This design comes from an exercise in tuning for small area on the open sky130 flow, not from production work.
Function was checked by simulation only, so behaviour that the tests miss may differ from the original.
No driver is modelled on the clock port, so clocking that relies on it looks cheaper here than on a real chip.
No activity file was given, so power comes from the tool's default toggle rates.

File: flow/config.mk
export PLATFORM = sky130hd
export DESIGN_NAME = pong_main
export DESIGN_NICKNAME = pong_main
export VERILOG_FILES = /design/flow/design.v
export SDC_FILE = /design/flow/constraint.sdc
export NUM_CORES = 4
export LEC_CHECK = 0
export ABC_AREA = 1
export CAP_MARGIN = 20
export CORE_MARGIN = 2
export CORE_UTILIZATION = 60
export SLEW_MARGIN = 20
File: flow/constraint.sdc
create_clock -name core_clock -period 20.0 [get_ports {clk}]
set_input_delay 4.0000 -clock core_clock [delete_from_list [all_inputs] [get_ports {clk}]]
set_output_delay 4.0000 -clock core_clock [all_outputs]
set_load 0.01 [all_outputs]
File: flow/design.v
`timescale 1ns / 1ps
module game_clock(
    input clk,
    input rst,
    output tick,
    output pix_en,
    output sample_en,
    output sample_clock
);
    reg [9:0] cnt;
    always @(posedge clk)
        if (rst) cnt <= 0;
        else cnt <= cnt + 1'b1;
    assign tick = &cnt;
    assign pix_en = (cnt[1:0] == 2'b00);
    assign sample_en = ~cnt[6] & (&cnt[5:0]);
    assign sample_clock = cnt[6];
endmodule
`timescale 1ns / 1ps
module nes_controller(
    input clk,
    input rst,
    input sample_en,
    input sample_clock,
    input data1,
    input data2,
    output c_clk,
    output latch,
    output reg [1:0] btn1,
    output reg [1:0] btn2,
    output reg other
);
    reg [3:0] stage;
    wire [3:0] stage_inc;
    incdec #(4) SI(.a(stage), .en(sample_en), .up(1'b1), .s(stage_inc));
    always @(posedge clk)
        if (rst | (sample_en & (stage == 4'd9))) stage <= 4'd0;
        else stage <= stage_inc;
    assign latch = (stage == 4'd0);
    assign c_clk = (stage != 4'd0) & (stage != 4'd9) & sample_clock;
    wire k1 = ~data1;	 
    wire k2 = ~data2;
    reg a_o1, a_o2, a_p1x, a_p1y, a_p2x, a_p2y;
    wire s1 = (stage == 4'd1);
    always @(posedge clk)
        if (sample_en) begin
            if (stage >= 4'd1 && stage <= 4'd4) a_o1 <= k1 | (a_o1 & ~s1);
            if (stage <= 4'd3 && stage >= 4'd1 || stage == 4'd8) a_o2 <= k2 | (a_o2 & ~s1);
            if (stage >= 4'd5 && stage <= 4'd8) begin
                a_p1x <= k1 | (a_p1y & (stage == 4'd7 || stage == 4'd8));
                a_p1y <= a_p1x;
            end
            if (stage >= 4'd4 && stage <= 4'd7) begin
                a_p2x <= k2 | (a_p2y & (stage == 4'd6 || stage == 4'd7));
                a_p2y <= a_p2x;
            end
        end
    always @(posedge clk)
        if (rst) begin
            btn1 <= 2'b00; btn2 <= 2'b00; other <= 1'b0;
        end else if (sample_en && stage == 4'd9) begin
            btn1 <= {a_p1x, a_p1y};
            btn2 <= {a_p2x, a_p2y};
            other <= a_o1 & a_o2;
        end
endmodule
`timescale 1ns / 1ps
module ball_logic(
    input clk,
    input hard_reset,
    input tick,
    input [1:0] btn1,
    input [1:0] btn2,
    input other,
    output reg [9:0] bx,
    output reg [8:0] by,
    output reg [9:1] p1x1,
    output reg [9:1] p2x1,
    output [7:0] w1,
    output [7:0] w2,
    output reg game_end,
    output reg hit
);
    reg fresh;		 
    reg xinc, yinc;
    reg [4:0] nhit;	 
    reg [1:0] m1, m2;	 
    wire sreset = hard_reset | (tick & game_end & other);
    wire step = tick & ~game_end;
    wire [9:0] x;
    wire [8:0] y;
    incdec #(10) XN(.a(bx), .en(step & ~fresh), .up(xinc), .s(x));
    incdec #(9) YN(.a(by), .en(step & ~fresh), .up(yinc), .s(y));
    wire [4:0] q = nhit - {4'd0, hit};
    reg [7:0] w1r, w2r;
    reg [8:0] r1, r2;
    always @(*)
        case (q)
            5'd0: begin w1r = 8'd150; r1 = 9'd245; w2r = 8'd150; r2 = 9'd245; end
            5'd1: begin w1r = 8'd150; r1 = 9'd245; w2r = 8'd150; r2 = 9'd245; end
            5'd2: begin w1r = 8'd139; r1 = 9'd251; w2r = 8'd150; r2 = 9'd245; end
            5'd3: begin w1r = 8'd139; r1 = 9'd251; w2r = 8'd139; r2 = 9'd251; end
            5'd4: begin w1r = 8'd128; r1 = 9'd256; w2r = 8'd139; r2 = 9'd251; end
            5'd5: begin w1r = 8'd128; r1 = 9'd256; w2r = 8'd128; r2 = 9'd256; end
            5'd6: begin w1r = 8'd117; r1 = 9'd262; w2r = 8'd128; r2 = 9'd256; end
            5'd7: begin w1r = 8'd117; r1 = 9'd262; w2r = 8'd117; r2 = 9'd262; end
            5'd8: begin w1r = 8'd106; r1 = 9'd267; w2r = 8'd117; r2 = 9'd262; end
            5'd9: begin w1r = 8'd106; r1 = 9'd267; w2r = 8'd106; r2 = 9'd267; end
            5'd10: begin w1r = 8'd95; r1 = 9'd273; w2r = 8'd106; r2 = 9'd267; end
            5'd11: begin w1r = 8'd95; r1 = 9'd273; w2r = 8'd95; r2 = 9'd273; end
            5'd12: begin w1r = 8'd84; r1 = 9'd278; w2r = 8'd95; r2 = 9'd273; end
            5'd13: begin w1r = 8'd84; r1 = 9'd278; w2r = 8'd84; r2 = 9'd278; end
            5'd14: begin w1r = 8'd73; r1 = 9'd284; w2r = 8'd84; r2 = 9'd278; end
            5'd15: begin w1r = 8'd73; r1 = 9'd284; w2r = 8'd73; r2 = 9'd284; end
            5'd16: begin w1r = 8'd62; r1 = 9'd289; w2r = 8'd73; r2 = 9'd284; end
            5'd17: begin w1r = 8'd62; r1 = 9'd289; w2r = 8'd62; r2 = 9'd289; end
            5'd18: begin w1r = 8'd51; r1 = 9'd295; w2r = 8'd62; r2 = 9'd289; end
            5'd19: begin w1r = 8'd51; r1 = 9'd295; w2r = 8'd51; r2 = 9'd295; end
            5'd20: begin w1r = 8'd40; r1 = 9'd300; w2r = 8'd51; r2 = 9'd295; end
            default: begin w1r = 8'd40; r1 = 9'd300; w2r = 8'd40; r2 = 9'd300; end
        endcase
    assign w1 = w1r;
    assign w2 = w2r;
    wire top_edge = (y <= 9'd5) & ~yinc;
    wire bot_edge = (y >= 9'd355) & yinc;
    wire [9:1] qx1 = yinc ? p2x1 : p1x1;
    wire [7:0] qw = yinc ? w2 : w1;
    wire [10:0] dq;
    add_ripple #(11) DQ(.a({1'b0, x}), .b(~{2'b00, qx1, 1'b0}), .ci(1'b1), .s(dq));
    wire past;
    lt_ripple #(8) LTW(.a(qw), .b(dq[7:0]), .y(past));
    wire miss = dq[10] | (dq[9:8] != 2'b00) | past;
    wire edge_ = top_edge | bot_edge;
    wire hit_now = edge_ & ~miss;
    wire miss_now = edge_ & miss;
    wire xinc_n = (x <= 10'd2 && !xinc) ? 1'b1 : (x >= 10'd636 && xinc) ? 1'b0 : xinc;
    wire yinc_n = top_edge ? 1'b1 : bot_edge ? 1'b0 : yinc;
    wire [4:0] nhit_n;
    incdec #(5) NH(.a(nhit), .en(step & hit_now & (nhit != 5'd22)), .up(1'b1), .s(nhit_n));
    always @(posedge clk) begin
        bx <= sreset ? 10'd20 : x;
        by <= sreset ? 9'd20 : y;
        nhit <= (hard_reset | (step & fresh)) ? 5'd0 : nhit_n;
    end
    always @(posedge clk)
        if (sreset) begin
            game_end <= 1'b0;
            fresh <= 1'b1;
            xinc <= 1'b1;
            yinc <= 1'b1;
            hit <= 1'b0;
        end else if (step) begin
            fresh <= 1'b0;
            xinc <= xinc_n;
            if (!miss_now) yinc <= yinc_n;
            game_end <= miss_now;
            hit <= hit_now;
        end
    wire pstep = step & ~fresh;
    wire pload = hard_reset | (step & fresh);
    wire [9:1] p1x1_n, p2x1_n;
    incdec #(9) P1A(.a(p1x1), .en(pstep & m1[0]), .up(~m1[1]), .s(p1x1_n));
    incdec #(9) P2A(.a(p2x1), .en(pstep & m2[0]), .up(~m2[1]), .s(p2x1_n));
    wire room1_lt, room2_lt;
    lt_ripple #(9) RM1(.a(p1x1_n), .b(r1), .y(room1_lt));
    lt_ripple #(9) RM2(.a(p2x1_n), .b(r2), .y(room2_lt));
    wire left1 = fresh | (p1x1_n != 9'd0);
    wire left2 = fresh | (p2x1_n != 9'd0);
    wire room1 = fresh | room1_lt;
    wire room2 = fresh | room2_lt;
    always @(posedge clk)
        if (tick) begin
            m1 <= (btn1 == 2'd1 && left1) ? 2'b11 : (btn1 == 2'd2 && room1) ? 2'b01 : 2'b00;
            m2 <= (btn2 == 2'd1 && left2) ? 2'b11 : (btn2 == 2'd2 && room2) ? 2'b01 : 2'b00;
        end
    always @(posedge clk) begin
        p1x1 <= pload ? 9'd130 : p1x1_n;
        p2x1 <= pload ? 9'd130 : p2x1_n;
    end
endmodule
`timescale 1ns / 1ps
module beep_for_wall(
    input clk,
    input rst,
    input e,
    input game_end,
    output reg speaker
);
    reg [19:0] bc;
    reg [14:0] bcount;
    reg ton;
    wire bwrap = (bcount == 15'd16484);
    wire bend = (bc == 20'h80000);
    wire enable = e & ~game_end;
    always @(posedge clk)
        if (rst) begin
            bc <= 20'd0; bcount <= 15'd1;
        end else if (ton) begin
            bc <= {bc[18:0], bc[19] ^ bc[16] ^ (bc[18:0] == 19'd0)};
            bcount <= bwrap ? 15'd1 : {bcount[13:0], bcount[14] ^ bcount[13]};
        end
    always @(posedge clk)
        if (rst) begin
            ton <= 1'b0; speaker <= 1'b0;
        end else if (enable) ton <= 1'b1;
        else if (game_end) begin
            ton <= 1'b0; speaker <= 1'b0;
        end else if (ton) begin
            if (bend) begin
                ton <= 1'b0; speaker <= 1'b0;
            end else if (bwrap) speaker <= ~speaker;
        end
endmodule
`timescale 1ns / 1ps
module lt_ripple #(parameter W = 10) (
    input [W-1:0] a,
    input [W-1:0] b,
    output y
);
    wire [W:0] c;
    assign c[0] = 1'b0;
    genvar i;
    generate for (i = 0; i < W; i = i + 1) begin : g
        assign c[i+1] = (~a[i] & b[i]) | (~a[i] & c[i]) | (b[i] & c[i]);
    end endgenerate
    assign y = c[W];
endmodule
module incdec #(parameter W = 10) (
    input [W-1:0] a,
    input en,
    input up,
    output [W-1:0] s
);
    wire [W:0] c;
    assign c[0] = en;
    genvar i;
    generate for (i = 0; i < W; i = i + 1) begin : g
        assign s[i] = a[i] ^ c[i];
        assign c[i+1] = c[i] & (a[i] ^ ~up);
    end endgenerate
endmodule
module add_ripple #(parameter W = 10) (
    input [W-1:0] a,
    input [W-1:0] b,
    input ci,
    output [W-1:0] s
);
    wire [W:0] c;
    assign c[0] = ci;
    genvar i;
    generate for (i = 0; i < W; i = i + 1) begin : g
        assign s[i] = a[i] ^ b[i] ^ c[i];
        assign c[i+1] = (a[i] & b[i]) | (a[i] & c[i]) | (b[i] & c[i]);
    end endgenerate
endmodule
`timescale 1ns / 1ps
module vga_display(
    input clk,
    input rst,
    input pix_en,
    input [9:1] p1x1,
    input [9:1] p2x1,
    input [7:0] w1,
    input [7:0] w2,
    input [9:0] bx,
    input [8:0] by,
    output hsync,
    output vsync,
    output [2:0] red,
    output [2:0] green,
    output [2:0] blue
);
    reg [9:0] h;
    reg [8:0] v;
    wire hwrap = pix_en & (h == 10'd655);
    wire vwrap = hwrap & (v == 9'd399);
    wire [9:0] h_inc;
    wire [8:0] v_inc;
    incdec #(10) HI(.a(h), .en(pix_en), .up(1'b1), .s(h_inc));
    incdec #(9) VI(.a(v), .en(hwrap), .up(1'b1), .s(v_inc));
    always @(posedge clk) begin
        h <= (rst | hwrap) ? 10'd880 : h_inc;
        v <= (rst | vwrap) ? 9'd481 : v_inc;
    end
    assign hsync = ~((h >= 10'd880) & (h <= 10'd975));
    assign vsync = ~((v == 9'd481) | (v == 9'd482));
    wire vis = (h <= 10'd640) & (v <= 9'd360);
    wire border = (h <= 10'd1) | (h >= 10'd639) | (v == 9'd0) | (v == 9'd360);
    wire [9:1] qx1 = v[8] ? p2x1 : p1x1;
    wire [7:0] qw = v[8] ? w2 : w1;
    wire [10:0] dp;
    add_ripple #(11) DP(.a({1'b0, h}), .b(~{2'b00, qx1, 1'b0}), .ci(1'b1), .s(dp));
    wire past;
    lt_ripple #(8) LTW(.a(qw), .b(dp[7:0]), .y(past));
    wire pad = ~dp[10] & (dp[9:8] == 2'b00) & ~past & ((v < 9'd7) | (v > 9'd353));
    wire [9:0] e;
    wire [8:0] f;
    add_ripple #(10) EX(.a(h), .b(~bx), .ci(1'b1), .s(e));
    add_ripple #(9) EY(.a(v), .b(~by), .ci(1'b1), .s(f));
    wire ex_ok = (e[9:3] == 7'h00) | (e[9:3] == 7'h7f);
    wire ey_ok = (f[8:3] == 6'h00) | (f[8:3] == 6'h3f);
    wire [2:0] ax = e[3] ? (~e[2:0] + 1'b1) : e[2:0];
    wire [2:0] ay = f[3] ? (~f[2:0] + 1'b1) : f[2:0];
    wire nx = e[3] ? e[2] : (~e[2] | (e[1:0] == 2'b00));
    wire ny = f[3] ? f[2] : (~f[2] | (f[1:0] == 2'b00));
    wire [5:0] sq = ax * ax + ay * ay;
    wire ball = ex_ok & ey_ok & nx & ny & (sq < 6'd25);
    wire c1 = vis & (border | pad);
    wire c2 = vis & ~border & ~pad & ball;
    assign red = {3{c1 | c2}};
    assign green = {c1 | c2, c1 | c2, c1};
    assign blue = {1'b0, c1, c1};
endmodule
`timescale 1ns / 1ps
module pong_main(
    input clk,
    input hard_reset,
    input data1,
    input data2,
    output c_clk,
    output latch,
    output wire hsync,
    output wire vsync,
    output wire [2:0] red,
    output wire [2:0] green,
    output wire [2:0] blue,
    output wire speaker
);
    wire tick, pix_en, sample_en, sample_clock;
    wire [1:0] btn1, btn2;
    wire other;
    wire [9:0] bx;
    wire [9:1] p1x1, p2x1;
    wire [7:0] w1, w2;
    wire [8:0] by;
    wire game_end, hit;
    game_clock TB(.clk(clk), .rst(hard_reset), .tick(tick), .pix_en(pix_en),
        .sample_en(sample_en), .sample_clock(sample_clock));
    nes_controller NES(.clk(clk), .rst(hard_reset), .sample_en(sample_en),
        .sample_clock(sample_clock), .data1(data1), .data2(data2),
        .c_clk(c_clk), .latch(latch), .btn1(btn1), .btn2(btn2), .other(other));
    ball_logic GAME(.clk(clk), .hard_reset(hard_reset), .tick(tick),
        .btn1(btn1), .btn2(btn2), .other(other), .bx(bx), .by(by),
        .p1x1(p1x1), .p2x1(p2x1), .w1(w1), .w2(w2),
        .game_end(game_end), .hit(hit));
    beep_for_wall BEEP(.clk(clk), .rst(hard_reset), .e(hit), .game_end(game_end),
        .speaker(speaker));
    vga_display VGA(.clk(clk), .rst(hard_reset), .pix_en(pix_en),
        .p1x1(p1x1), .p2x1(p2x1), .w1(w1), .w2(w2),
        .bx(bx), .by(by),
        .hsync(hsync), .vsync(vsync), .red(red), .green(green), .blue(blue));
endmodule
File: flow/flow/run.sh
#!/bin/bash
# Layout flow: the standard flow (standard.sh), except that the
# combinational logic of the standard synthesis is mapped again by ABC with
# an area-oriented script. The registers of the standard synthesis are kept
# as they are (same instances, names and cells); the re-mapped netlist is
# proven equivalent to the standard one before it is used, else the
# standard netlist is kept. Every tool writes its full output to a log here.
set -euo pipefail
W=$(pwd)
F=$W/flow
R=$W/orfs/results/$FLOW_PLATFORM/pong_main/base
PDIR=$FLOW_HOME/platforms/$FLOW_PLATFORM
LIB=$(ls $PDIR/lib/sky130_fd_sc_hd__tt_025C_1v80.lib)
YOSYS=yosys
if [[ -x $FLOW_HOME/../tools/install/yosys/bin/yosys ]]; then
  YOSYS=$FLOW_HOME/../tools/install/yosys/bin/yosys
fi

# 1. standard synthesis
bash standard.sh synth > $W/log_1_standard_synth.log 2>&1
cp $R/1_2_yosys.v $W/std_synth.v

# 2. re-map the combinational logic: ABC's deepsyn with 32 random seeds,
# four at a time, keeping the smallest result
SEQ=$(awk '/^[ \t]*cell[ \t]*\(/{match($0,/"[^"]+"/); c=substr($0,RSTART+1,RLENGTH-2)} /^[ \t]*(ff|latch|ff_bank|statetable)[ \t]*\(/{print c}' $LIB | sort -u | tr '\n' ' ')
DU=$(sed -n '/DONT_USE_CELLS/,/^$/p' $PDIR/config.mk | grep -o "sky130_fd_sc_hd__[a-z0-9_]*" | sed 's/^/-dont_use /' | tr '\n' ' ')
remap() {
  local k=$1
  printf '&get -n\n&st\n&deepsyn -T 25 -S %s\n&put\ndch -f\namap\ntopo\n' $k > $W/area_$k.abc
  cat > $W/remap_$k.ys <<EOY
read_liberty -ignore_miss_func $LIB
blackbox $SEQ sky130_fd_sc_hd__conb_1
read_verilog $W/std_synth.v
hierarchy -top $FLOW_TOP
flatten
opt -purge
abc -liberty $LIB $DU -script $W/area_$k.abc
opt_clean -purge
select $FLOW_TOP
write_verilog -selected -noattr -noexpr -nohex -nodec $W/remap_raw_$k.v
design -reset
read_liberty -lib -ignore_miss_func $LIB
read_verilog $W/remap_raw_$k.v
hierarchy -top $FLOW_TOP
hilomap -singleton -hicell sky130_fd_sc_hd__conb_1 HI -locell sky130_fd_sc_hd__conb_1 LO
insbuf -buf sky130_fd_sc_hd__buf_1 A X
splitnets
opt_clean -purge
check -assert
tee -o $W/remap_area_$k.txt stat -liberty $LIB
write_verilog -noattr -noexpr -nohex -nodec $W/remap_$k.v
EOY
  $YOSYS -s $W/remap_$k.ys > $W/log_2_remap_$k.log 2>&1 || rm -f $W/remap_$k.v
}
for b in 0 4 8 12 16 20 24 28; do
  for i in 0 1 2 3; do remap $((b + i)) & done
  wait
done
ok=0
best=""
for k in $(seq 0 31); do
  if [[ -s $W/remap_$k.v ]]; then
    a=$(grep "Chip area" $W/remap_area_$k.txt | awk "{print \$NF}" || true)
    echo "seed $k: $a" >> $W/remap_areas.txt
    if [[ -z "$best" ]] || awk -v a=$a -v b=$barea 'BEGIN{exit !(a < b)}'; then best=$k; barea=$a; fi
  fi
done
if [[ -n "$best" ]]; then cp $W/remap_$best.v $W/remap.v; ok=1; echo "chosen: seed $best" >> $W/remap_areas.txt; fi

# 3. the registers must be the standard synthesis's, and the logic the same
regs() { grep -E "^ *sky130_fd_sc_hd__[a-z0-9_]+ " "$1" | awk -v seq=" $SEQ " '{ if (index(seq, " " $1 " ")) print $1, $2 }' | sort; }
if [[ $ok == 1 ]]; then
  regs $W/std_synth.v > $W/regs_std.txt
  regs $W/remap.v > $W/regs_remap.txt
  if ! cmp -s $W/regs_std.txt $W/regs_remap.txt || [[ ! -s $W/regs_std.txt ]]; then ok=0; fi
fi
if [[ $ok == 1 ]]; then
  cat > $W/equiv.ys <<EOY
read_liberty -ignore_miss_func $LIB
read_verilog $W/std_synth.v
rename $FLOW_TOP gold
read_verilog $W/remap.v
rename $FLOW_TOP gate
hierarchy -check
flatten gold gate
opt_clean
equiv_make gold gate equiv
hierarchy -top equiv
equiv_simple -undef
equiv_induct -undef
equiv_status -assert
EOY
  $YOSYS -s $W/equiv.ys > $W/log_3_equiv.log 2>&1 || ok=0
fi
echo "remap used: $ok" > $W/remap_status.txt
if [[ $ok == 1 ]]; then
  cp $W/remap.v $R/1_2_yosys.v
  rm -f $R/1_synth.odb $R/1_synth.sdc
  touch $R/1_2_yosys.v
fi

# 4. the rest of the standard flow, with a clock tree of small buffers and
# no dummy loads, clock buffers then downsized where the clock slew allows,
# and the smallest buffer on each port
export BUFFER_PORTS_ARGS="-buffer_cell sky130_fd_sc_hd__buf_1"
export POST_CTS_TCL=$F/downsize.tcl
export CTS_ARGS="-sink_clustering_enable -repair_clock_nets -dont_use_dummy_load -buf_list sky130_fd_sc_hd__clkbuf_8"
bash standard.sh finish > $W/log_4_standard_finish.log 2>&1
File: flow/flow/downsize.tcl
proc ds_max_clk_slew {} {
  set mx 0
  foreach pin [get_pins -hierarchical */CLK] {
    set s [get_property $pin slew_max]
    if {$s > $mx} { set mx $s }
  }
  return $mx
}
proc ds_run {} {
  set ds_slew_limit 0.105
  set ds_sizes {sky130_fd_sc_hd__clkbuf_1 sky130_fd_sc_hd__clkbuf_2 sky130_fd_sc_hd__clkbuf_4}
  estimate_parasitics -placement
  set bufs {}
  foreach inst [get_cells *] {
    set m [get_property $inst ref_name]
    if {[string match "sky130_fd_sc_hd__clkbuf_*" $m] && [string match "clkbuf_*" [get_property $inst name]]} {
      lappend bufs $inst
    }
  }
  # leaf buffers first, then the buffers that drive other clock buffers
  set leaves {}
  set inner {}
  foreach inst $bufs {
    set opin [get_pins -of_objects $inst -filter "direction == output"]
    set loads [get_pins -of_objects [get_nets -of_objects $opin] -filter "direction == input"]
    set drives_buf 0
    foreach pin $loads {
      if {[string match "clkbuf_*" [get_full_name $pin]]} { set drives_buf 1 }
    }
    if {$drives_buf} { lappend inner $inst } else { lappend leaves $inst }
  }
  set bufs [concat $leaves $inner]
  puts "downsize: [llength $bufs] clock buffers ([llength $leaves] leaves), max clock slew [ds_max_clk_slew]"
  foreach inst $bufs {
    set orig [get_property $inst ref_name]
    foreach size $ds_sizes {
      if {$size == $orig} { break }
      if {[catch { replace_cell $inst $size }]} { continue }
      estimate_parasitics -placement
      if {[ds_max_clk_slew] <= $ds_slew_limit} {
        puts "downsize: [get_property $inst name] $orig -> $size"
        break
      }
      replace_cell $inst $orig
      estimate_parasitics -placement
    }
  }
  puts "downsize: max clock slew now [ds_max_clk_slew]"
}
if {[catch { ds_run } err]} {
  puts "downsize: stopped: $err"
}
File: flow/standard.sh
#!/bin/bash
# synth_recipe.tcl (not shown) runs the flow's synth.tcl, then flattens the netlist and writes it again
# the make line also repeats each setting of config.mk as NAME=value (left out here)
make -C /OpenROAD-flow-scripts/flow DESIGN_CONFIG=/design/flow/config.mk WORK_HOME=/design/flow/orfs CLKGATE_MAP_FILE= SYNTH_SCRIPT=/design/flow/synth_recipe.tcl "${@:-finish}"
==> run summary, run 1 <==
For this configuration, the core starts out at a cell density of 61.79%. The count of inserted antenna diode cells is 0. For this run, global-route usage on met3 was measured as 6.381%. The fraction of final layout cells sized beyond drive strength 1 came out at 1.964%.

The growth of design area from synthesis to finish is 5.869%. The endpoint arrival time on the critical path came out at 5.52 ns. The cell area after synthesis is 7483 um2. The smallest clock period supported by the final layout is computed as 9.520 ns. The detail-routed net length per standard cell is 15.08 um. The count of mapped cells out of synthesis is 1090.

The initial antenna violation count is 0. The final estimated routing congestion in global placement came out at 0.9622. Between clock sinks in the finished design, the worst skew comes to 0.04279 ns. The area used by sequential logic in the layout came out at 2743 um2. The first-pass detailed-route iteration total came out at 6.

The HPWL after detailed placement is 15.01 mm. The number of buffers added on ports is 16. The startpoint identified for the worst register-to-register timing path is TB.cnt[0]$_SDFF_PP0_. After clock tree synthesis, the clock-pin slew on the worst setup and hold paths is 0.07 ns.

The per-instance average area after synthesis is 6.866 um2. The number of max-slew violations in the final report is 0. From bottom edge to top edge, the die measures 115.7 um. The minimum hold slack is 0.4515 ns. Power spread over the standard cell area amounts to 52.47 nW/um2. The clock net in this run drives a total of 132 sinks. The global routing usage on met2 is 51.58%. The number of I/O pins came out at 18. The analysis attributes to cell leakage a power of 2.700 nW.

Cells fill 65.41% of the core in the end. At the pin with the least slew margin, the transition time is 0.7651 ns. The fill cell instance count of the final layout came out at 1141. The first-pass GRT wire length came out at 31.98 mm. The post-placement cell area is 7757 um2. The total global-route track usage came out at 30.28%. After global routing, the most crowded layer is met2. The setup-violating endpoint count in the final report is 0. The startpoint identified for the worst hold timing path is TB.cnt[0]$_SDFF_PP0_. For this block, the initial DRC count from the detailed router was 569. The headroom to the max-slew limit is 48.68%. The placeable core area is 12110 um2. The sum of overflow across all layers after global routing is 0. The highest clock frequency the design can meet is 105.0 MHz. The count of antenna-violating nets left after detailed routing is 0. The number of max-cap violations is 0. The first element of the critical path is GAME.hit$_SDFFE_PP0N_. The final instance area is 7923 um2. Power comes to 0.4157 mW. The clock latency on the worst-skew pair came out at 0.55 ns. The pin count of the biggest net entering global routing came out at 35.

The horizontal extent of the die is 115.7 um. The number of core rows came out at 40. The run finished with no timing, DRC or antenna violations.

The floorplan die area is 13380 um2. The number of warnings printed during yosys synthesis came out at 7. The average via count per standard cell came out at 5.923. The routed layout has 7629 vias.

After layout, the worst path uses 47.60% of the clock period. After detailed routing, the total wire length is 19.42 mm. The minimum setup slack among reg-to-reg paths came out at 13.23 ns. The met1 usage in global routing came out at 38.38%. Along the worst path, the maximum fanout reaches 10. The number of remaining DRC errors is 0. The number of global-route vias before repair is 6852. At the worst endpoint, the required time is 16.00 ns.

The number of nets in the final layout came out at 1126. STA classifies the critical path endpoint as a primary output. The worst setup path is of the flip-flop to primary output kind. The worst-case IR drop observed on VDD is 0.05683 mV. The worst setup path is launched from a flip-flop. The tightest min-delay check is of the flip-flop to flip-flop type. The hold violation total from the final report came out at 0. Setup repair after global routing left no endpoint under its margin. The final-layout setup total negative slack is 0 ns. Summing all multi-input logic gate instances after layout gives 4015 um2. The post-synthesis net count is 1094. TritonCTS built the clock tree.
==> layout by cell type (no fill, tap or decap), drive strengths merged, types with 2 or more instances in the layout <==
| cell | instances |
|---|---|
| nor2 | 188 |
| clkinv | 187 |
| dfxtp | 122 |
| o21ai | 109 |
| nand2 | 107 |
| o22ai | 90 |
| a21oi | 43 |
| nor3 | 40 |
| o221ai | 23 |
| buf | 20 |
| a22oi | 19 |
| nand3 | 17 |
| clkbuf | 17 |
| o21a | 12 |
| a211oi | 12 |
| edfxtp | 10 |
| nor2b | 10 |
| or2 | 10 |
| nand4 | 9 |
| nor4 | 7 |
| a31oi | 6 |
| o31ai | 4 |
| and3 | 4 |
| or4 | 4 |
| a221oi | 4 |
| o211ai | 3 |
| o21bai | 3 |
| a31o | 3 |
| o22a | 3 |
| a222oi | 3 |
| a32oi | 3 |
| o311ai | 3 |
| o2111ai | 2 |
| nand2b | 2 |
| nor3b | 2 |
| nor4b | 2 |
| a32o | 2 |
| and2 | 2 |
| o211a | 2 |
==> through the flow <==
stage / setup WS, ns / instances
after floorplan: 11.87 / 1090
after global routing: 9.655 / 1288
after global placement: 11.25 / 1271
after detailed placement: 11.17 / 1271
final: 10.48 / 1288
==> metal layers <==
layer  wire length [um]  vias up
li1                   -     3942
met1               8680     3420
met2               9010      224
met3               1141       43
met4                585        0
met5                  0        -
==> power breakdown <==
| group | switching [mW] | internal (mW) | total, mW |
|---|---|---|---|
| combinational | 0.00917 | 0.00334 | 0.0125 |
| sequential | 0.000930 | 0.266 | 0.267 |
| clock | 0.0855 | 0.0503 | 0.136 |
==> final cells by class <==
type                    instances  share of cell area [%]
inverters                     187                   8.860
multi-input cells             764                   50.68
well taps                     168                   2.653
repair buffers                 20                   1.137
clock buffers                  17                   2.053
flip-flops and latches        132                   34.62
==> worst paths after layout <==
path                                                end  cells after the start
worst max-delay path                             red[2]                     27
worst min-delay path               TB.cnt[0]$_SDFF_PP0_                      1
worst max register to register  GAME.nhit[4]$_SDFF_PP0_                     30
worst min register to register     TB.cnt[0]$_SDFF_PP0_                      1
==> worst max-delay path, stage by stage, from the launching register on <==
cell,delay (ns)
sky130_fd_sc_hd__dfxtp_1,0.41
sky130_fd_sc_hd__nand2_1,0.11
sky130_fd_sc_hd__nor2_1,0.16
sky130_fd_sc_hd__nand2_1,0.10
sky130_fd_sc_hd__nor2_1,0.17
sky130_fd_sc_hd__nor2_1,0.06
sky130_fd_sc_hd__a21oi_1,0.53
sky130_fd_sc_hd__clkinv_1,0.45
sky130_fd_sc_hd__nand3_1,0.21
sky130_fd_sc_hd__o21ai_0,0.16
sky130_fd_sc_hd__nor2_1,0.22
sky130_fd_sc_hd__clkinv_1,0.15
sky130_fd_sc_hd__o21ai_0,0.22
sky130_fd_sc_hd__o21ai_0,0.15
sky130_fd_sc_hd__o22ai_1,0.23
sky130_fd_sc_hd__a211o_1,0.13
sky130_fd_sc_hd__a31oi_1,0.08
sky130_fd_sc_hd__o22ai_1,0.12
sky130_fd_sc_hd__nand2_1,0.07
sky130_fd_sc_hd__a222oi_1,0.30
sky130_fd_sc_hd__o21ai_0,0.14
sky130_fd_sc_hd__o31ai_1,0.08
sky130_fd_sc_hd__o2111ai_1,0.14
sky130_fd_sc_hd__nand3_1,0.10
sky130_fd_sc_hd__or4b_1,0.11
sky130_fd_sc_hd__nand2_1,0.07
sky130_fd_sc_hd__o31ai_1,0.13
sky130_fd_sc_hd__buf_1,0.20
==> registers in the layout (all words and copies together) (netlist names), 2 cells and up <==
register     count
GAME.nhit        5
NES.stage        4
BEEP.bc         20
NES.btn2         2
GAME.p2x1        9
VGA.h           10
GAME.m2          2
GAME.m1          2
TB.cnt          10
VGA.v            9
NES.btn1         2
BEEP.bcount     15
GAME.bx         10
GAME.by          9
GAME.p1x1        9
==> inputs of run 2 (changes only) <==
--- a/flow/flow/run.sh
+++ b/flow/flow/run.sh
@@ -20,7 +20,7 @@
 bash standard.sh synth > $W/log_1_standard_synth.log 2>&1
 cp $R/1_2_yosys.v $W/std_synth.v
 
-# 2. re-map the combinational logic: ABC's deepsyn with 32 random seeds,
+# 2. re-map the combinational logic: ABC's deepsyn with 48 random seeds,
 # four at a time, keeping the smallest result
 SEQ=$(awk '/^[ \t]*cell[ \t]*\(/{match($0,/"[^"]+"/); c=substr($0,RSTART+1,RLENGTH-2)} /^[ \t]*(ff|latch|ff_bank|statetable)[ \t]*\(/{print c}' $LIB | sort -u | tr '\n' ' ')
 DU=$(sed -n '/DONT_USE_CELLS/,/^$/p' $PDIR/config.mk | grep -o "sky130_fd_sc_hd__[a-z0-9_]*" | sed 's/^/-dont_use /' | tr '\n' ' ')
@@ -52,13 +52,13 @@
 EOY
   $YOSYS -s $W/remap_$k.ys > $W/log_2_remap_$k.log 2>&1 || rm -f $W/remap_$k.v
 }
-for b in 0 4 8 12 16 20 24 28; do
+for b in $(seq 0 4 44); do
   for i in 0 1 2 3; do remap $((b + i)) & done
   wait
 done
 ok=0
 best=""
-for k in $(seq 0 31); do
+for k in $(seq 0 47); do
   if [[ -s $W/remap_$k.v ]]; then
     a=$(grep "Chip area" $W/remap_area_$k.txt | awk "{print \$NF}" || true)
     echo "seed $k: $a" >> $W/remap_areas.txt
==> run 2 against run 1 <==
  * Design area down 0.38%
  * Global-route usage down 1.6 points
  * Routed wire length down 4.9%
  * Final cell count down 0.47%
  * Synthesized area down 0.18%
  * First-iteration DRC count down 1.9%
  * Sequential cell count unchanged
  * Critical endpoint is now green[1]
  * Clock power down 4%
==> run summary, run 2 <==
Result of the run: timing/DRC/antenna clean (unchanged). The number of core rows came out at 40 (unchanged). The delay contributed by the slowest stage of the critical path is 0.48 ns (was 0.53 ns). The y dimension of the die came out at 115.6 um (was 115.7 um).

The number of global-route vias before repair is 6655 (was 6852). The pin slew with the least headroom to its limit is 0.8209 ns (was 0.7651 ns). The clock sink count is 132 (unchanged). The worst-path cell with the longest stage delay is sky130_fd_sc_hd__nor3_1 (was sky130_fd_sc_hd__a21oi_1).

The number of nets in the final layout came out at 1120 (was 1126). The TritonCTS clock tree is built (unchanged). The endpoint arrival time on the critical path came out at 5.49 ns (was 5.52 ns). The hold path startpoint is TB.cnt[0]$_SDFF_PP0_ (unchanged).

The global routing usage on met2 is 47.45% (was 51.58%). The first-pass GRT wire length is 30.54 mm (was 31.98 mm). The number of max-cap violations came to 0 (unchanged).

The average via count per standard cell is 5.939 (was 5.923). The pin count of the biggest net entering global routing came out at 35 (unchanged). The first-pass detailed-route iteration total came out at 5 (was 6). The clock latency on the worst-skew pair is 0.43 ns (was 0.55 ns). The horizontal extent of the die is 115.6 um (was 115.7 um).

The final-layout setup total negative slack is 0 ns (unchanged). The worst flop-to-flop path startpoint is TB.cnt[0]$_SDFF_PP0_ (unchanged). The total global-route track usage came out at 28.71% (was 30.28%). The cell area after synthesis came to 7470 um2 (was 7483 um2). The number of vias after detailed routing came out at 7614 (was 7629). The final instance area is 7893 um2 (was 7923 um2).

The largest fanout on the critical path came out at 6 (was 10). The setup-violating endpoint count in the final report came to 0 (unchanged). The placeable core area was 12060 um2 (was 12110 um2). The initial cell density of the core came to 61.93% (was 61.79%). The count of mapped cells out of synthesis came out at 1085 (was 1090). The class of the tightest hold or removal check is flip-flop to flip-flop (unchanged).

The met3 global-route usage is 5.387% (was 6.381%). The number of cells in the design after placement is 1265 (was 1271). The HPWL reported at the end of detailed placement came to 14.21 mm (was 15.01 mm).

The number of I/O pins was 18 (unchanged). The hold violation total from the final report came out at 0 (unchanged). The fraction of final layout cells sized beyond drive strength 1 was 1.885% (was 1.964%). The largest register by flop count was BEEP.bc (unchanged). The floorplan die area came out at 13360 um2 (was 13380 um2). The count of inserted antenna diode cells came out at 0 (unchanged). The count of antenna-violating nets left after detailed routing came out at 0 (unchanged). The growth of design area from synthesis to finish is 5.662% (was 5.869%). The peak supply drop came out at 0.06251 mV (was 0.05683 mV). The starting DRC count in detailed routing came out at 558 (was 569). The post-route core utilization is 65.44% (was 65.41%). The initial antenna violation count came out at 0 (unchanged). The nature of the critical path endpoint is a primary output (unchanged). The clock tree skew after final layout is 0.04710 ns (was 0.04279 ns). The leakage power of the design came to 2.704 nW (was 2.700 nW). The headroom to the max-slew limit came out at 44.90% (was 48.68%). The post-synthesis net count came out at 1089 (was 1094). The number of warnings printed during yosys synthesis is 7 (unchanged). The detail-routed net length per standard cell is 14.41 um (was 15.08 um). The clock period minus worst slack came out at 9.486 ns (was 9.520 ns). The highest clock frequency the design can meet is 105.4 MHz (was 105.0 MHz). Largest registers: BEEP.bc (20), BEEP.bcount (15) (unchanged).

The final wirelength was 18.47 mm (was 19.42 mm). The final estimated routing congestion in global placement came out at 0.9592 (was 0.9622). The areal power density over the cells came out at 51.97 nW/um2 (was 52.47 nW/um2).

The number of buffers added on ports is 16 (unchanged). In this design, the critical path's most frequently occurring cell is sky130_fd_sc_hd__nor2_1. Highest-count cells in the layout ignoring fill and taps: sky130_fd_sc_hd__nor2_1, sky130_fd_sc_hd__clkinv_1, sky130_fd_sc_hd__dfxtp_1 (unchanged).

The post-placement cell area is 7736 um2 (was 7757 um2). The sum of overflow across all layers after global routing was 0 (unchanged). The per-instance average area after synthesis came out at 6.884 um2 (was 6.866 um2). The first element of the critical path is GAME.hit$_SDFFE_PP0N_ (unchanged). The number of cells in the finished layout apart from fillers is 1282 (was 1288). The sort of element at the start of the critical path was a flip-flop (unchanged).

The fill cell instance count of the final layout is 1109 (was 1141). The met1 usage in global routing is 37.43% (was 38.38%). The clock-pin slew on the worst setup and hold paths came out at 0.09 ns (was 0.07 ns). The busiest metal layer after global routing is met2 (unchanged). The number of max-slew violations in the final report is 0 (unchanged). The required time reported for the critical path endpoint is 16.00 ns (about the same). The flip-flop count of the largest register, all copies and words added came to 20 (unchanged). Setup repair after global routing missed its margin: false (unchanged). The most frequent standard cell in the layout excluding fill and tap cells is sky130_fd_sc_hd__nor2_1 (unchanged).

The number of remaining DRC errors came out at 0 (unchanged). The critical path class is flip-flop to primary output (unchanged). The share of the clock period used by the worst path is 47.43% (was 47.60%).
==> run 2: changes by cell type in the layout (fill, tap and decap cells not counted), sizes merged, moves of 4 or more <==
cell    change
nor3       +12
nand3       -6
o221ai      -6
clkinv      -4
nor2        +8
nand2      -23
a21oi       +7
o22ai       +9
==> run 2: per-layer routing <==
metal / routed length (um) / up-vias / part of all wire [%]
met5: 0 / - / 0
met3: 950 / 31 / 5.1
met2: 8385 / 190 / 45
met4: 520 / 0 / 2.8
li1: - / 3957 / -
met1: 8615 / 3436 / 47
==> run 2: report_power, final <==
part           total, mW  internal [mW]  leakage, nW  switching, mW
sequential         0.268          0.266         1.07        0.00112
combinational     0.0128        0.00368         1.54        0.00907
clock              0.130         0.0480       0.0903         0.0818
total              0.410          0.318         2.70         0.0920
==> run 2: path summary, 6_finish.rpt <==
| check | depth (start not counted) | slack [ns] | to |
|---|---|---|---|
| max reg2reg | 36 | 13.04 | GAME.nhit[4]$_SDFF_PP0_ |
| max | 30 | 10.51 | green[1] |
| min reg2reg | 1 | 0.43 | TB.cnt[0]$_SDFF_PP0_ |
| min | 1 | 0.43 | TB.cnt[0]$_SDFF_PP0_ |
==> run 2: cell type report <==
class	instances	area [um2]	share of cell area (%)
well taps	168	210.2	2.663
flip-flops and latches	132	2743	34.75
clock buffers	17	153.9	1.950
repair buffers	19	82.58	1.046
multi-input cells	763	4016	50.89
inverters	183	686.9	8.703
==> run 2: critical path, delay by kind of cell (launching register included) <==
family,cells,cell delay [ns]
AO/OA/AOI/OAI,11,1.64
buffers and inverters,4,0.64
AND/OR/NAND/NOR,15,2.38
flip-flops,1,0.41
==> run 2: metrics by stage <==
step / setup WS, ns / hold slack, ns / power (mW)
after floorplan: 11.58 / 0.4025 / 0.2815
after global placement: 11.30 / 0.4168 / 0.2860
after detailed placement: 11.08 / 0.4260 / 0.2861
final: 10.51 / 0.4323 / 0.4102
after global routing: 9.728 / 0.4664 / 0.4246
==> inputs of run 3 (changes only) <==
--- a/flow/design.v
+++ b/flow/design.v
@@ -121,25 +121,29 @@
         endcase
     assign w1 = w1r;
     assign w2 = w2r;
-    wire top_edge = (y <= 9'd5) & ~yinc;
-    wire bot_edge = (y >= 9'd355) & yinc;
+    wire top_edge = (y <= 9'd1) & ~yinc;
+    wire bot_edge = (y >= 9'd351) & yinc;
     wire [9:1] qx1 = yinc ? p2x1 : p1x1;
-    wire [7:0] qw = yinc ? w2 : w1;
+    wire [7:0] qw4 = (yinc ? w2 : w1) - 8'd4;
+    wire xneg = (x[9:1] == 9'h1ff);	 
     wire [10:0] dq;
-    add_ripple #(11) DQ(.a({1'b0, x}), .b(~{2'b00, qx1, 1'b0}), .ci(1'b1), .s(dq));
+    add_ripple #(11) DQ(.a({xneg, x}), .b(~{2'b00, qx1, 1'b0}), .ci(1'b1), .s(dq));
     wire past;
-    lt_ripple #(8) LTW(.a(qw), .b(dq[7:0]), .y(past));
-    wire miss = dq[10] | (dq[9:8] != 2'b00) | past;
+    lt_ripple #(8) LTW(.a(qw4), .b(dq[7:0]), .y(past));
+    wire near_left = (dq[10:2] == 9'h1ff);	 
+    wire miss = dq[10] ? ~near_left : ((dq[9:8] != 2'b00) | past);
     wire edge_ = top_edge | bot_edge;
     wire hit_now = edge_ & ~miss;
     wire miss_now = edge_ & miss;
-    wire xinc_n = (x <= 10'd2 && !xinc) ? 1'b1 : (x >= 10'd636 && xinc) ? 1'b0 : xinc;
+    wire xlow = (x >= 10'd1020) & (x <= 10'd1022);	 
+    wire xhigh = (x >= 10'd632) & (x < 10'd1020);	 
+    wire xinc_n = (xlow && !xinc) ? 1'b1 : (xhigh && xinc) ? 1'b0 : xinc;
     wire yinc_n = top_edge ? 1'b1 : bot_edge ? 1'b0 : yinc;
     wire [4:0] nhit_n;
     incdec #(5) NH(.a(nhit), .en(step & hit_now & (nhit != 5'd22)), .up(1'b1), .s(nhit_n));
     always @(posedge clk) begin
-        bx <= sreset ? 10'd20 : x;
-        by <= sreset ? 9'd20 : y;
+        bx <= sreset ? 10'd16 : x;
+        by <= sreset ? 9'd16 : y;
         nhit <= (hard_reset | (step & fresh)) ? 5'd0 : nhit_n;
     end
     always @(posedge clk)
@@ -293,18 +297,16 @@
     wire past;
     lt_ripple #(8) LTW(.a(qw), .b(dp[7:0]), .y(past));
     wire pad = ~dp[10] & (dp[9:8] == 2'b00) & ~past & ((v < 9'd7) | (v > 9'd353));
-    wire [9:0] e;
-    wire [8:0] f;
-    add_ripple #(10) EX(.a(h), .b(~bx), .ci(1'b1), .s(e));
-    add_ripple #(9) EY(.a(v), .b(~by), .ci(1'b1), .s(f));
-    wire ex_ok = (e[9:3] == 7'h00) | (e[9:3] == 7'h7f);
-    wire ey_ok = (f[8:3] == 6'h00) | (f[8:3] == 6'h3f);
-    wire [2:0] ax = e[3] ? (~e[2:0] + 1'b1) : e[2:0];
-    wire [2:0] ay = f[3] ? (~f[2:0] + 1'b1) : f[2:0];
-    wire nx = e[3] ? e[2] : (~e[2] | (e[1:0] == 2'b00));
-    wire ny = f[3] ? f[2] : (~f[2] | (f[1:0] == 2'b00));
+    wire [9:0] ge;
+    wire [8:0] gf;
+    add_ripple #(10) EX(.a(h), .b(~bx), .ci(1'b1), .s(ge));
+    add_ripple #(9) EY(.a(v), .b(~by), .ci(1'b1), .s(gf));
+    wire gx_ok = (ge[9:4] == 6'd0) & (~ge[3] | (ge[2:0] == 3'd0));
+    wire gy_ok = (gf[8:4] == 5'd0) & (~gf[3] | (gf[2:0] == 3'd0));
+    wire [2:0] ax = ge[3] ? 3'd4 : (ge[2] ? {1'b0, ge[1:0]} : 3'd4 - {1'b0, ge[1:0]});
+    wire [2:0] ay = gf[3] ? 3'd4 : (gf[2] ? {1'b0, gf[1:0]} : 3'd4 - {1'b0, gf[1:0]});
     wire [5:0] sq = ax * ax + ay * ay;
-    wire ball = ex_ok & ey_ok & nx & ny & (sq < 6'd25);
+    wire ball = gx_ok & gy_ok & (sq < 6'd25);
     wire c1 = vis & (border | pad);
     wire c2 = vis & ~border & ~pad & ball;
     assign red = {3{c1 | c2}};
==> run 3 against run 2 <==
  * Largest cell class unchanged
  * Clock power rose by 4%
  * Synthesized cell count fell by 2.5%
  * First-iteration DRC count rose by 15%
  * Routed wire length rose by 1.5%
  * Critical path type unchanged
  * Design area fell by 1.3%
  * Sequential share of layout area rose by 0.46 points
  * Highest routed layer unchanged
  * Critical path depth fell by 6
  * Sequential cell count did not move
==> run summary, run 3 <==
The class of the tightest hold or removal check is flip-flop to flip-flop (unchanged). The sort of element at the start of the critical path was a flip-flop (unchanged). The count of antenna-violating nets left after detailed routing came out at 0 (unchanged). The floorplan die area is 13200 um2 (was 13360 um2). The number of remaining DRC errors was 0 (unchanged).

The number of warnings printed during yosys synthesis came to 7 (unchanged). The number of cells on the worst hold path is 2 (was 1). The final-layout setup total negative slack came out at 0 ns (unchanged).

The share of the clock period used by the worst path was 47.96% (was 47.43%). The detail-routed net length per standard cell is 15.17 um (was 14.41 um). Result of the run: timing/DRC/antenna clean (unchanged). The worst-case setup margin in the final layout came out at 10.41 ns (was 10.51 ns). The worst-case reg-to-reg path depth is 38 (was 36). The flip-flop count of the largest register, all copies and words added is 20 (unchanged).

The final estimated routing congestion in global placement was 1.042 (was 0.9592). The y dimension of the die was 114.9 um (was 115.6 um). The most frequent standard cell in the layout excluding fill and tap cells is sky130_fd_sc_hd__nor2_1 (unchanged). The peak supply drop came to 0.04696 mV (was 0.06251 mV). The cell area after synthesis is 7381 um2 (was 7470 um2).

The pin count of the biggest net entering global routing came to 35 (unchanged). The first-pass detailed-route iteration total came to 5 (unchanged). Highest-count cells in the layout ignoring fill and taps: sky130_fd_sc_hd__nor2_1, sky130_fd_sc_hd__clkinv_1, sky130_fd_sc_hd__dfxtp_1 (unchanged). The post-route core utilization is 64.85% (was 65.44%). The initial cell density of the core was 61.45% (was 61.93%). The number of vias after detailed routing is 7424 (was 7614). The number of buffers added on ports is 16 (unchanged). The setup-violating endpoint count in the final report is 0 (unchanged). The headroom to the max-slew limit is 27.98% (was 44.90%). The post-synthesis net count is 1062 (was 1089). The average via count per standard cell came out at 6.011 (was 5.939). The worst slack at placement came out at 10.98 ns (was 11.08 ns).

The fraction of final layout cells sized beyond drive strength 1 came to 2.022% (was 1.885%). The sum of overflow across all layers after global routing is 0 (unchanged). The placeable core area is 12010 um2 (was 12060 um2). The number of max-cap violations came to 0 (unchanged). The number of cells in the design after placement was 1218 (was 1265). The hold violation total from the final report came out at 0 (unchanged). The leakage power of the design came out at 2.630 nW (was 2.704 nW). The clock tree skew after final layout was 0.03178 ns (was 0.04710 ns). The number of global-route vias before repair was 6521 (was 6655). The endpoint arrival time on the critical path was 5.59 ns (was 5.49 ns).

The horizontal extent of the die came to 114.9 um (was 115.6 um). The number of core rows came out at 40 (unchanged). Largest registers: BEEP.bc (20), BEEP.bcount (15) (unchanged).

The pin slew with the least headroom to its limit came to 1.070 ns (was 0.8209 ns). The nature of the critical path endpoint is a primary output (unchanged). The per-instance average area after synthesis is 6.976 um2 (was 6.884 um2). The required time reported for the critical path endpoint is 16.00 ns (about the same). The HPWL reported at the end of detailed placement is 14.51 mm (was 14.21 mm). The count of mapped cells out of synthesis came to 1058 (was 1085). The largest fanout on the critical path came to 7 (was 6). The number of I/O pins is 18 (unchanged).

The number of cells in the finished layout apart from fillers came to 1235 (was 1282). The number of max-slew violations in the final report came to 0 (unchanged). The initial antenna violation count came out at 0 (unchanged). The total power draw is 0.4139 mW (was 0.4102 mW). The final wirelength is 18.74 mm (was 18.47 mm). The growth of design area from synthesis to finish is 5.543% (was 5.662%).

The TritonCTS clock tree is built (unchanged). The minimum setup slack among reg-to-reg paths is 12.98 ns (was 13.04 ns). The total global-route track usage is 29.35% (was 28.71%).

The clock sink count came out at 132 (unchanged). The highest clock frequency the design can meet was 104.2 MHz (was 105.4 MHz). The count of inserted antenna diode cells came out at 0 (unchanged). The starting DRC count in detailed routing came out at 639 (was 558). The number of nets in the final layout came to 1094 (was 1120). The clock period minus worst slack came out at 9.593 ns (was 9.486 ns).

The critical path class was flip-flop to primary output (unchanged). The areal power density over the cells came out at 53.14 nW/um2 (was 51.97 nW/um2). The clock latency on the worst-skew pair is 0.45 ns (was 0.43 ns). The first-pass GRT wire length came out at 30.90 mm (was 30.54 mm). Setup repair after global routing missed its margin: false (unchanged). The largest register by flop count is BEEP.bc (unchanged). The clock-pin slew on the worst setup and hold paths came out at 0.09 ns (about the same).
[run 3: final timing paths]
path | start | end
setup / recovery | GAME.hit$_SDFFE_PP0N_ | red[0]
hold / removal | BEEP.bc[10]$_SDFFE_PP0P_ | BEEP.bc[11]$_SDFFE_PP0P_
setup reg to reg | TB.cnt[0]$_SDFF_PP0_ | GAME.nhit[4]$_SDFF_PP0_
hold reg to reg | BEEP.bc[10]$_SDFFE_PP0P_ | BEEP.bc[11]$_SDFFE_PP0P_
[run 3: stage by stage]
stage	hold slack (ns)	cell area, um2
2_1_floorplan	0.4026	7381
3_3_place_gp	0.4224	7629
3_5_place_dp	0.4431	7629
5_1_grt	0.4756	7790
6_report	0.4605	7790
[run 3: critical path: stages (launching register included)]
cell and delay (ns):
sky130_fd_sc_hd__dfxtp_1 0.38, sky130_fd_sc_hd__clkinv_1 0.12, sky130_fd_sc_hd__nor2_1 0.25, sky130_fd_sc_hd__nand3_1 0.19, sky130_fd_sc_hd__a21oi_1 0.45, sky130_fd_sc_hd__clkinv_1 0.26
sky130_fd_sc_hd__nor2_1 0.19, sky130_fd_sc_hd__clkinv_1 0.10, sky130_fd_sc_hd__nor3_1 0.24, sky130_fd_sc_hd__a21oi_1 0.08, sky130_fd_sc_hd__or3_1 0.34, sky130_fd_sc_hd__o221ai_1 0.29
sky130_fd_sc_hd__or2_0 0.19, sky130_fd_sc_hd__a32o_1 0.23, sky130_fd_sc_hd__o21ai_0 0.13, sky130_fd_sc_hd__a211oi_1 0.26, sky130_fd_sc_hd__o22a_1 0.16, sky130_fd_sc_hd__o21ai_0 0.08
sky130_fd_sc_hd__a221oi_1 0.26, sky130_fd_sc_hd__a221o_1 0.15, sky130_fd_sc_hd__o2111a_1 0.18, sky130_fd_sc_hd__nor3_1 0.05, sky130_fd_sc_hd__nor2b_1 0.14, sky130_fd_sc_hd__o32ai_1 0.25
sky130_fd_sc_hd__buf_1 0.21
[run 3: final cells by class]
type                            instances  area [um2]
Tap cell                              147       183.9
Timing Repair Buffer                   20       90.09
Fill cell                            1140        4222
Clock buffer                           17       158.9
Multi-Input combinational cell        746        3965
Sequential cell                       132        2743
Inverter                              173       649.4
[run 3: power breakdown]
group	leakage (nW)	internal [mW]	total [mW]	switching (mW)
clock	0.0912	0.0499	0.135	0.0855
sequential	1.07	0.266	0.267	0.000926
combinational	1.46	0.00313	0.0112	0.00803
[run 3: routing by layer]
metal	vias to the layer above	track usage (%)	wire [um]
li1	3860	-	-
met1	3321	40.28	9010
met2	199	45.57	8196
met3	44	5.693	964
met4	0	11.97	569
met5	-	0	0

-- what the ideal ports hide --
In the flow no input, the clock included, has a driving cell. The finished layouts below were timed again as built, in two steps. Step 1 assumes that a clkbuf_16 drives the clock port and a buf_2 every other input. Step 2 adds t to the input delays and takes it off the output delays; t is the mean of the earliest and latest rising clock arrival at the registers after step 1. Input paths then give back, and output paths get back, about the clock's delay inside the block. Slacks: ideal / step 1 / step 2; pairs: ideal / step 1.
| run | t (ns) | setup WS [ns] | worst setup path after step 2 | clock arrival spread, ns |
|---|---|---|---|---|
| run 1 | 0.567 | 10.480 / 10.445 / 11.012 | register to output | 0.042 / 0.042 |
| run 2 | 0.443 | 10.514 / 10.479 / 10.921 | register to output | 0.047 / 0.047 |
| run 3 | 0.467 | 10.407 / 10.369 / 10.836 | register to output | 0.033 / 0.032 |
After both steps every run listed still meets setup and hold.
